This is an optimization exercise on Yosys and OpenROAD, whose aim is small area and a short achievable clock period, not a production implementation. Function was checked by simulation only, so behaviour that the tests miss may differ from the original. Power and IR drop assume default switching activity.

==> try-willow: inputs <==
Design median, start of the top module:
module median
(
    input clk,
    input rst_n,
    input [31:0] word0,
    input [31:0] word1,
    input [31:0] word2,
    output reg [7:0] pixel1,
    output reg [7:0] pixel2,
    output reg [7:0] pixel3,
    output [7:0] pixel4,
    output [9:0] raddr_a,
    output [9:0] raddr_b,
    output [9:0] raddr_c,
    output [9:0] waddr
);
    reg [3:0] cc_lo;
    reg [2:0] cc_hi;
    reg [1:0] lc;
    reg [5:0] rc_hi;
    reg [5:0] wa_hi;
    reg       valid;
    wire [3:0] cc_lo_n;
    wire [2:0] cc_hi_n;
    wire [1:0] lc_n;
    wire [5:0] rc_hi_n;
    wire [5:0] wa_hi_n;
    state_machine window_control (
        .cc_lo(cc_lo), .cc_hi(cc_hi), .lc(lc), .rc_hi(rc_hi), .wa_hi(wa_hi), .valid(valid),
        .cc_lo_n(cc_lo_n), .cc_hi_n(cc_hi_n), .lc_n(lc_n), .rc_hi_n(rc_hi_n), .wa_hi_n(wa_hi_n),
        .raddr_a(raddr_a), .raddr_b(raddr_b), .raddr_c(raddr_c), .waddr(waddr)
    );
    always @(posedge clk or negedge rst_n) begin
        if (~rst_n) begin
            cc_lo <= 4'd0;
            cc_hi <= 3'd0;
            lc    <= 2'd0;
            rc_hi <= 6'd0;
  ...
==> flow/config.mk <==
export PLATFORM = sky130hd
export DESIGN_NAME = median
export DESIGN_NICKNAME = median
export VERILOG_FILES = /design/flow/design.v
export SDC_FILE = /design/flow/constraint.sdc
export NUM_CORES = 4
export LEC_CHECK = 0
export CAP_MARGIN = 60
export CORE_MARGIN = 2
export CORE_UTILIZATION = 60
export SLEW_MARGIN = 60
==> flow/constraint.sdc <==
create_clock -name core_clock -period 26.0 [get_ports {clk}]
set_input_delay 5.2000 -clock core_clock [delete_from_list [all_inputs] [get_ports {clk}]]
set_output_delay 5.2000 -clock core_clock [all_outputs]
set_load 0.01 [all_outputs]
run.sh (not shown) runs the stock make flow with config.mk's settings and CLKGATE_MAP_FILE= SYNTH_SCRIPT=/design/flow/synth_recipe.tcl, a recipe that flattens the netlist after the stock synthesis.
==> inputs of try-tundra, as changes to try-willow <==
==> flow/flow/run.sh (new file) <==
#!/bin/bash
set -euo pipefail
cd "$(dirname "${BASH_SOURCE[0]}")/.."
WORK=$(pwd)
rm -rf "$WORK/orfs_scripts"
cp -r "$FLOW_HOME/scripts" "$WORK/orfs_scripts"
cp "$WORK/flow/abc.script" "$WORK/orfs_scripts/abc_speed.script"
export SCRIPTS_DIR="$WORK/orfs_scripts"
export BUFFER_PORTS_ARGS="-buffer_cell sky130_fd_sc_hd__buf_1"
export SETUP_SLACK_MARGIN=12.5
export TNS_END_PERCENT=0
bash standard.sh > "$WORK/flow_make.log" 2>&1
==> flow/flow/abc.script (new file) <==
&get -n
&st
&dch -f
&nf -p
&put
buffer -c
topo
stime -c
upsize -c
dnsize -c
==> flow/standard.sh (new file) <==
#!/bin/bash
# synth_recipe.tcl (not shown) runs the flow's synth.tcl, then flattens the netlist and writes it again
# the make line also repeats each setting of config.mk as NAME=value (left out here)
make -C /OpenROAD-flow-scripts/flow DESIGN_CONFIG=/design/flow/config.mk WORK_HOME=/design/flow/orfs CLKGATE_MAP_FILE= SYNTH_SCRIPT=/design/flow/synth_recipe.tcl "${@:-finish}"
- CAP_MARGIN: 60 -> 20
- SLEW_MARGIN: 60 -> 20
removed: flow/run.sh
==> summary of the runs <==
try-tundra produced a clean layout. try-willow passed the timing, DRC and antenna checks. In try-willow the clock skew is higher than in try-tundra, by 0.0075 ns. Against try-willow, the critical path depth of try-tundra is lower by 24. In try-willow the worst hold slack is higher than in try-tundra, by 0.015 ns. In try-tundra the sequential power is larger than in try-willow, by about 5%. Of try-willow and try-tundra, try-willow has the higher combinational power (gap 24%, measured against try-tundra).
==> figures <==
Run status: try-tundra complete, no violations; try-willow complete, no violations
Worst R2R Start: try-tundra d_lo_r[2]; try-willow d_md_r[0]
Delay of the slowest cell on the worst path: try-tundra 0.41 ns; try-willow 0.68 ns
Number of cells in the finished layout apart from fillers: try-tundra 2,258; try-willow 2,594
Post-synthesis share of cell area spent on and, or, nand and nor gates: try-tundra 0.207; try-willow 0.221
Multi-input gates: try-tundra 1,514; try-willow 1,773
Worst slew margin: try-tundra 0.226; try-willow 0.550
Multi-input combinational area share: try-tundra 0.685; try-willow 0.677
Crit. path cell count: try-tundra 16; try-willow 40
Fraction of layout instances using a drive strength above 1: try-tundra 0.0940; try-willow 0.101
Worst setup margin: try-tundra 12.53 ns; try-willow 10.17 ns

==> run H <==
==> flow/design.v <==
module sel3
(
    input  [7:0] v0,
    input  [7:0] v1,
    input  [7:0] v2,
    input  c01,
    input  c02,
    input  c12,
    output [7:0] lo,
    output [7:0] mid,
    output [7:0] hi
);
    assign lo  = ({8{~c01 & ~c02}} & v0) |
                 ({8{ c01 & ~c12}} & v1) |
                 ({8{ c02 &  c12}} & v2);
    assign mid = ({8{c01 ^ c02}}   & v0) |
                 ({8{c01 ~^ c12}}  & v1) |
                 ({8{c02 ^ c12}}   & v2);
    assign hi  = ({8{ c01 &  c02}} & v0) |
                 ({8{~c01 &  c12}} & v1) |
                 ({8{~c02 & ~c12}} & v2);
endmodule
module sort3
(
    input  [7:0] v0,
    input  [7:0] v1,
    input  [7:0] v2,
    output [7:0] lo,
    output [7:0] mid,
    output [7:0] hi
);
    wire c01, c02, c12;
    lt8 u_c01 (.a(v1), .b(v0), .y(c01));
    lt8 u_c02 (.a(v2), .b(v0), .y(c02));
    lt8 u_c12 (.a(v2), .b(v1), .y(c12));
    sel3 u_sel (.v0(v0), .v1(v1), .v2(v2), .c01(c01), .c02(c02), .c12(c12),
                .lo(lo), .mid(mid), .hi(hi));
endmodule
module lt8
(
    input  [7:0] a,
    input  [7:0] b,
    output y
);
    wire [8:0] c;
    assign c[0] = 1'b0;
    genvar i;
    generate
        for (i = 0; i < 8; i = i + 1) begin : bit_lt
            assign c[i+1] = (~a[i] & b[i]) | (~a[i] & c[i]) | (b[i] & c[i]);
        end
    endgenerate
    assign y = c[8];
endmodule
module lt8f
(
    input  [7:0] a,
    input  [7:0] b,
    output y
);
    wire [7:0] l0 = ~a & b;
    wire [7:0] g0 = a & ~b;
    wire [3:0] l1, g1;
    wire [1:0] l2, g2;
    genvar i;
    generate
        for (i = 0; i < 4; i = i + 1) begin : lvl1
            assign l1[i] = l0[2*i+1] | (~g0[2*i+1] & l0[2*i]);
            assign g1[i] = g0[2*i+1] | (~l0[2*i+1] & g0[2*i]);
        end
        for (i = 0; i < 2; i = i + 1) begin : lvl2
            assign l2[i] = l1[2*i+1] | (~g1[2*i+1] & l1[2*i]);
            assign g2[i] = g1[2*i+1] | (~l1[2*i+1] & g1[2*i]);
        end
    endgenerate
    assign y = l2[1] | (~g2[1] & l2[0]);
endmodule
module common_network
(
    input  [7:0] p1,
    input  [7:0] p2,
    input  [7:0] p3,
    input  [7:0] q1,
    input  [7:0] q2,
    input  [7:0] q3,
    output [7:0] s1,
    output [7:0] s2,
    output [7:0] s3,
    output [7:0] s4
);
    wire l_sw, h_sw, m_sw;
    lt8 u_l_sw (.a(p1), .b(q1), .y(l_sw));
    lt8 u_h_sw (.a(q3), .b(p3), .y(h_sw));
    lt8 u_m_sw (.a(q2), .b(p2), .y(m_sw));
    wire [7:0] l  = l_sw ? q1 : p1;
    wire [7:0] h  = h_sw ? q3 : p3;
    wire [7:0] ml = m_sw ? q2 : p2;
    wire [7:0] mh = m_sw ? p2 : q2;
    wire lm, hm, hl;
    lt8 u_lm (.a(ml), .b(l),  .y(lm));    
    lt8 u_hm (.a(h),  .b(mh), .y(hm));    
    lt8 u_hl (.a(h),  .b(l),  .y(hl));    
    wire sw = hl & lm & hm;
    assign s1 = lm ? ml : l;
    assign s4 = hm ? mh : h;
    assign s2 = sw ? h : (lm ? l : ml);
    assign s3 = sw ? l : (hm ? h : mh);
endmodule
module pixel_network
(
    input  [7:0] s1,
    input  [7:0] s2,
    input  [7:0] s3,
    input  [7:0] s4,
    input  [7:0] x,
    input  [7:0] y,
    input  [7:0] z,
    output [7:0] median
);
    wire z1, y2, z2, x3, y3, x4;
    lt8 u_z1 (.a(z), .b(s1), .y(z1));
    lt8 u_y2 (.a(y), .b(s2), .y(y2));
    lt8 u_z2 (.a(z), .b(s2), .y(z2));
    lt8 u_x3 (.a(x), .b(s3), .y(x3));
    lt8 u_y3 (.a(y), .b(s3), .y(y3));
    lt8 u_x4 (.a(x), .b(s4), .y(x4));
    wire sel_s1 = z1;
    wire sel_s2 = ~z1 &  y2 & ~z2;
    wire sel_z  = ~z1 &  y2 &  z2;
    wire sel_s3 = ~y2 &  x3 & ~y3;
    wire sel_y  = ~y2 &  x3 &  y3;
    wire sel_s4 = ~x3 & ~x4;
    wire sel_x  = ~x3 &  x4;
    assign median = ({8{sel_s1}} & s1) |
                    ({8{sel_s2}} & s2) |
                    ({8{sel_s3}} & s3) |
                    ({8{sel_s4}} & s4) |
                    ({8{sel_x }} & x ) |
                    ({8{sel_y }} & y ) |
                    ({8{sel_z }} & z ) ;
endmodule
module pixel_network_raw
(
    input  [7:0] s1,
    input  [7:0] s2,
    input  [7:0] s3,
    input  [7:0] s4,
    input  [7:0] v0,
    input  [7:0] v1,
    input  [7:0] v2,
    output [7:0] median,
    output c01,
    output c02,
    output c12
);
    lt8f u_c01 (.a(v1), .b(v0), .y(c01));
    lt8f u_c02 (.a(v2), .b(v0), .y(c02));
    lt8f u_c12 (.a(v2), .b(v1), .y(c12));
    wire r0_lo = ~c01 & ~c02;
    wire r1_lo =  c01 & ~c12;
    wire r2_lo =  c02 &  c12;
    wire r0_hi =  c01 &  c02;
    wire r1_hi = ~c01 &  c12;
    wire r2_hi = ~c02 & ~c12;
    wire r0_md = ~r0_lo & ~r0_hi;
    wire r1_md = ~r1_lo & ~r1_hi;
    wire r2_md = ~r2_lo & ~r2_hi;
    wire [2:0] b1, b2, b3, b4;
    lt8f u_b10 (.a(v0), .b(s1), .y(b1[0]));
    lt8f u_b11 (.a(v1), .b(s1), .y(b1[1]));
    lt8f u_b12 (.a(v2), .b(s1), .y(b1[2]));
    lt8f u_b20 (.a(v0), .b(s2), .y(b2[0]));
    lt8f u_b21 (.a(v1), .b(s2), .y(b2[1]));
    lt8f u_b22 (.a(v2), .b(s2), .y(b2[2]));
    lt8f u_b30 (.a(v0), .b(s3), .y(b3[0]));
    lt8f u_b31 (.a(v1), .b(s3), .y(b3[1]));
    lt8f u_b32 (.a(v2), .b(s3), .y(b3[2]));
    lt8f u_b40 (.a(v0), .b(s4), .y(b4[0]));
    lt8f u_b41 (.a(v1), .b(s4), .y(b4[1]));
    lt8f u_b42 (.a(v2), .b(s4), .y(b4[2]));
    wire z1 = &b1;
    wire y2 = (b2[0] & b2[1]) | (b2[0] & b2[2]) | (b2[1] & b2[2]);
    wire z2 = &b2;
    wire x3 = |b3;
    wire y3 = (b3[0] & b3[1]) | (b3[0] & b3[2]) | (b3[1] & b3[2]);
    wire x4 = |b4;
    wire sel_s1 = z1;
    wire sel_s2 = ~z1 &  y2 & ~z2;
    wire sel_z  = ~z1 &  y2 &  z2;
    wire sel_s3 = ~y2 &  x3 & ~y3;
    wire sel_y  = ~y2 &  x3 &  y3;
    wire sel_s4 = ~x3 & ~x4;
    wire sel_x  = ~x3 &  x4;
    wire e0 = (sel_x & r0_lo) | (sel_y & r0_md) | (sel_z & r0_hi);
    wire e1 = (sel_x & r1_lo) | (sel_y & r1_md) | (sel_z & r1_hi);
    wire e2 = (sel_x & r2_lo) | (sel_y & r2_md) | (sel_z & r2_hi);
    assign median = ({8{e0    }} & v0) |
                    ({8{e1    }} & v1) |
                    ({8{e2    }} & v2) |
                    ({8{sel_s1}} & s1) |
                    ({8{sel_s2}} & s2) |
                    ({8{sel_s3}} & s3) |
                    ({8{sel_s4}} & s4);
endmodule
module state_machine
(
    input  [3:0] cc_lo,      
    input  [2:0] cc_hi,      
    input  [1:0] lc,
    input  [5:0] rc_hi,      
    input  [5:0] wa_hi,      
    input        valid,
    output [3:0] cc_lo_n,
    output [2:0] cc_hi_n,
    output [1:0] lc_n,
    output [5:0] rc_hi_n,
    output [5:0] wa_hi_n,
    output [9:0] raddr_a,
    output [9:0] raddr_b,
    output [9:0] raddr_c,
    output [9:0] waddr
);
    wire wrap = &cc_lo;                  
    wire eol  = wrap & cc_hi[2];         
    assign cc_lo_n = cc_lo + 1'b1;
    assign cc_hi_n = wrap ? (eol ? 3'd0 : cc_hi + 1'b1) : cc_hi;
    assign rc_hi_n = wrap ? rc_hi + ((eol & ~lc[1]) ? 6'b111100 : 6'b000001) : rc_hi;
    assign lc_n    = eol ? {lc[0], ~lc[1] & ~lc[0]} : lc;
    assign wa_hi_n = (valid & (cc_lo == 4'd0)) ? wa_hi + 1'b1 : wa_hi;
    assign raddr_c = {rc_hi, cc_lo};
    assign raddr_a = {rc_hi + ((lc[1] | lc[0]) ? 6'd5 : 6'd0), cc_lo};
    assign raddr_b = {rc_hi + (lc[1] ? 6'd5 : 6'd0), cc_lo};
    assign waddr   = {wa_hi, valid ? cc_lo - 1'b1 : 4'd0};
endmodule
module median
(
    input clk,
    input rst_n,
    input [31:0] word0,
    input [31:0] word1,
    input [31:0] word2,
    output reg [7:0] pixel1,
    output reg [7:0] pixel2,
    output reg [7:0] pixel3,
    output [7:0] pixel4,
    output [9:0] raddr_a,
    output [9:0] raddr_b,
    output [9:0] raddr_c,
    output [9:0] waddr
);
    reg [3:0] cc_lo;
    reg [2:0] cc_hi;
    reg [1:0] lc;
    reg [5:0] rc_hi;
    reg [5:0] wa_hi;
    reg       valid;
    wire [3:0] cc_lo_n;
    wire [2:0] cc_hi_n;
    wire [1:0] lc_n;
    wire [5:0] rc_hi_n;
    wire [5:0] wa_hi_n;
    state_machine window_control (
        .cc_lo(cc_lo), .cc_hi(cc_hi), .lc(lc), .rc_hi(rc_hi), .wa_hi(wa_hi), .valid(valid),
        .cc_lo_n(cc_lo_n), .cc_hi_n(cc_hi_n), .lc_n(lc_n), .rc_hi_n(rc_hi_n), .wa_hi_n(wa_hi_n),
        .raddr_a(raddr_a), .raddr_b(raddr_b), .raddr_c(raddr_c), .waddr(waddr)
    );
    always @(posedge clk or negedge rst_n) begin
        if (~rst_n) begin
            cc_lo <= 4'd0;
            cc_hi <= 3'd0;
            lc    <= 2'd0;
            rc_hi <= 6'd0;
            wa_hi <= 6'd0;
            valid <= 1'b0;
        end else begin
            cc_lo <= cc_lo_n;
            cc_hi <= cc_hi_n;
            lc    <= lc_n;
            rc_hi <= rc_hi_n;
            wa_hi <= wa_hi_n;
            valid <= 1'b1;
        end
    end
    reg [7:0] d_lo_r, d_md_r, d_hi_r;
    reg [7:0] y1_r, y2_r, y3_r, y4_r;
    wire a01, a02, a12;
    pixel_network_raw med_p4 (
        .s1(y1_r), .s2(y2_r), .s3(y3_r), .s4(y4_r),
        .v0(word0[31:24]), .v1(word1[31:24]), .v2(word2[31:24]),
        .median(pixel4), .c01(a01), .c02(a02), .c12(a12)
    );
    wire [7:0] a_lo, a_md, a_hi, b_lo, b_md, b_hi;
    wire [7:0] c_lo, c_md, c_hi, d_lo, d_md, d_hi;
    sel3  sort_a (.v0(word0[31:24]), .v1(word1[31:24]), .v2(word2[31:24]),
                  .c01(a01), .c02(a02), .c12(a12), .lo(a_lo), .mid(a_md), .hi(a_hi));
    sort3 sort_b (.v0(word0[23:16]), .v1(word1[23:16]), .v2(word2[23:16]), .lo(b_lo), .mid(b_md), .hi(b_hi));
    sort3 sort_c (.v0(word0[15:8]),  .v1(word1[15:8]),  .v2(word2[15:8]),  .lo(c_lo), .mid(c_md), .hi(c_hi));
    sort3 sort_d (.v0(word0[7:0]),   .v1(word1[7:0]),   .v2(word2[7:0]),   .lo(d_lo), .mid(d_md), .hi(d_hi));
    wire [7:0] x1, x2, x3, x4, y1, y2, y3, y4;
    common_network pair_ab (.p1(a_lo), .p2(a_md), .p3(a_hi), .q1(b_lo), .q2(b_md), .q3(b_hi),
                            .s1(x1), .s2(x2), .s3(x3), .s4(x4));
    common_network pair_cd (.p1(c_lo), .p2(c_md), .p3(c_hi), .q1(d_lo), .q2(d_md), .q3(d_hi),
                            .s1(y1), .s2(y2), .s3(y3), .s4(y4));
    wire [7:0] p1, p2, p3;
    pixel_network med_p1 (.s1(x1), .s2(x2), .s3(x3), .s4(x4), .x(d_lo_r), .y(d_md_r), .z(d_hi_r), .median(p1));
    pixel_network med_p2 (.s1(x1), .s2(x2), .s3(x3), .s4(x4), .x(c_lo), .y(c_md), .z(c_hi), .median(p2));
    pixel_network med_p3 (.s1(y1), .s2(y2), .s3(y3), .s4(y4), .x(b_lo), .y(b_md), .z(b_hi), .median(p3));
    always @(posedge clk or negedge rst_n) begin
        if (~rst_n) begin
            d_lo_r <= 8'd0;
            d_md_r <= 8'd0;
            d_hi_r <= 8'd0;
            y1_r   <= 8'd0;
            y2_r   <= 8'd0;
            y3_r   <= 8'd0;
            y4_r   <= 8'd0;
            pixel1 <= 8'd0;
            pixel2 <= 8'd0;
            pixel3 <= 8'd0;
        end else begin
            d_lo_r <= d_lo;
            d_md_r <= d_md;
            d_hi_r <= d_hi;
            y1_r   <= y1;
            y2_r   <= y2;
            y3_r   <= y3;
            y4_r   <= y4;
            pixel1 <= p1;
            pixel2 <= p2;
            pixel3 <= p3;
        end
    end
endmodule
==> flow/flow/run.sh <==
#!/bin/bash
set -euo pipefail
cd "$(dirname "${BASH_SOURCE[0]}")/.."
WORK=$(pwd)
rm -rf "$WORK/orfs_scripts"
cp -r "$FLOW_HOME/scripts" "$WORK/orfs_scripts"
cp "$WORK/flow/abc.script" "$WORK/orfs_scripts/abc_speed.script"
export SCRIPTS_DIR="$WORK/orfs_scripts"
export BUFFER_PORTS_ARGS="-buffer_cell sky130_fd_sc_hd__buf_2"
export SETUP_SLACK_MARGIN=12
export TNS_END_PERCENT=0
bash standard.sh > "$WORK/flow_make.log" 2>&1
==> flow/flow/abc.script <==
&get -n
&st
&dch -f
&nf -p -a -R 30
&put
buffer -c
topo
stime -c
upsize -c
dnsize -c
==> flow/standard.sh <==
#!/bin/bash
# synth_recipe.tcl (not shown) runs the flow's synth.tcl, then flattens the netlist and writes it again
# the make line also repeats each setting of config.mk as NAME=value (left out here)
make -C /OpenROAD-flow-scripts/flow DESIGN_CONFIG=/design/flow/config.mk WORK_HOME=/design/flow/orfs CLKGATE_MAP_FILE= SYNTH_SCRIPT=/design/flow/synth_recipe.tcl "${@:-finish}"
==> flow/config.mk <==
export PLATFORM = sky130hd
export DESIGN_NAME = median
export DESIGN_NICKNAME = median
export VERILOG_FILES = /design/flow/design.v
export SDC_FILE = /design/flow/constraint.sdc
export NUM_CORES = 4
export LEC_CHECK = 0
export CAP_MARGIN = 20
export CORE_MARGIN = 2
export CORE_UTILIZATION = 60
export SLEW_MARGIN = 20
==> flow/constraint.sdc <==
create_clock -name core_clock -period 26.0 [get_ports {clk}]
set_input_delay 5.2000 -clock core_clock [delete_from_list [all_inputs] [get_ports {clk}]]
set_output_delay 5.2000 -clock core_clock [all_outputs]
set_load 0.01 [all_outputs]
==> inputs of run Y, as changes to run H <==
==> flow/run.sh (new file) <==
#!/bin/bash
# synth_recipe.tcl (not shown) runs the flow's synth.tcl, then flattens the netlist and writes it again
# the make line also repeats each setting of config.mk as NAME=value (left out here)
make -C /OpenROAD-flow-scripts/flow DESIGN_CONFIG=/design/flow/config.mk WORK_HOME=/design/flow/orfs CLKGATE_MAP_FILE= SYNTH_SCRIPT=/design/flow/synth_recipe.tcl finish
- CAP_MARGIN: 20 -> 60
- SLEW_MARGIN: 20 -> 60
- SYNTH_HIERARCHICAL: not set -> 1
removed: flow/flow/run.sh
removed: flow/flow/abc.script
removed: flow/standard.sh
==> qor summary <==
| quantity | run H | run Y |
|---|---|---|
| Run status | finished clean | finished clean |
| Pwr/cell area | 133 nW/um2 | 150 nW/um2 |
| Met1 routing resource usage after global routing | 59.1% | 47.5% |
| Part of the power in registers | 14.7% | 11.2% |
| Fraction of area in multi-input gates | 66.3% | 63.4% |
| Worst reg2reg path depth | 12 | 8 |
| Clock group total power | 157 uW | 142 uW |
| Routed wirelength normalized by instance count | 23.1 um | 23.0 um |
| Number of antenna violations at the first check in global routing | 1 | 0 |
| Cell-internal power | 866 uW | 1.31 mW |
| GRT Total Usage | 43.4% | 40.2% |
| Crit path buf inv count | 3 | 6 |
| Die X-Extent | 150 um | 172 um |
| Post-synthesis cell area | 12700 um2 | 17000 um2 |
| DIE AREA | 22400 um2 | 29600 um2 |
| Worst-path cell with the longest stage delay | maj3_1 | clkdlybuf4s50_1 |

-- port drivers added, routing unchanged --
The flow's constraints put no driver on any port. The routed layouts listed below were extracted and timed again, unchanged, in two steps. Step 1: set_driving_cell puts a clkbuf_16 on clk and a buf_2 on each other input, an assumption about the parent block. Step 2, shift: input delay + t, output delay - t, t = (earliest + latest rising clock arrival at the registers) / 2. This alone moves slack from input paths to output paths. a / b / c = ideal ports / drivers / drivers and shift; a / b = the first two.
| run | t, ns | slack for setup (ns) | clock arrival spread, ns |
|---|---|---|---|
| try-willow | 0.414 | 10.168 / 10.199 / 9.785 | 0.021 / 0.022 |
| try-tundra | 0.404 | 12.525 / 12.503 / 12.265 | 0.019 / 0.019 |
| run H | 0.410 | 12.096 / 12.076 / 11.715 | 0.015 / 0.015 |
| run Y | 0.409 | 12.155 / 12.128 / 12.128 | 0.021 / 0.021 |
After both steps every run listed still meets setup and hold. The setup slack of try-willow, which loses most, moves by +0.031 ns with the drivers and by -0.383 ns with both steps.
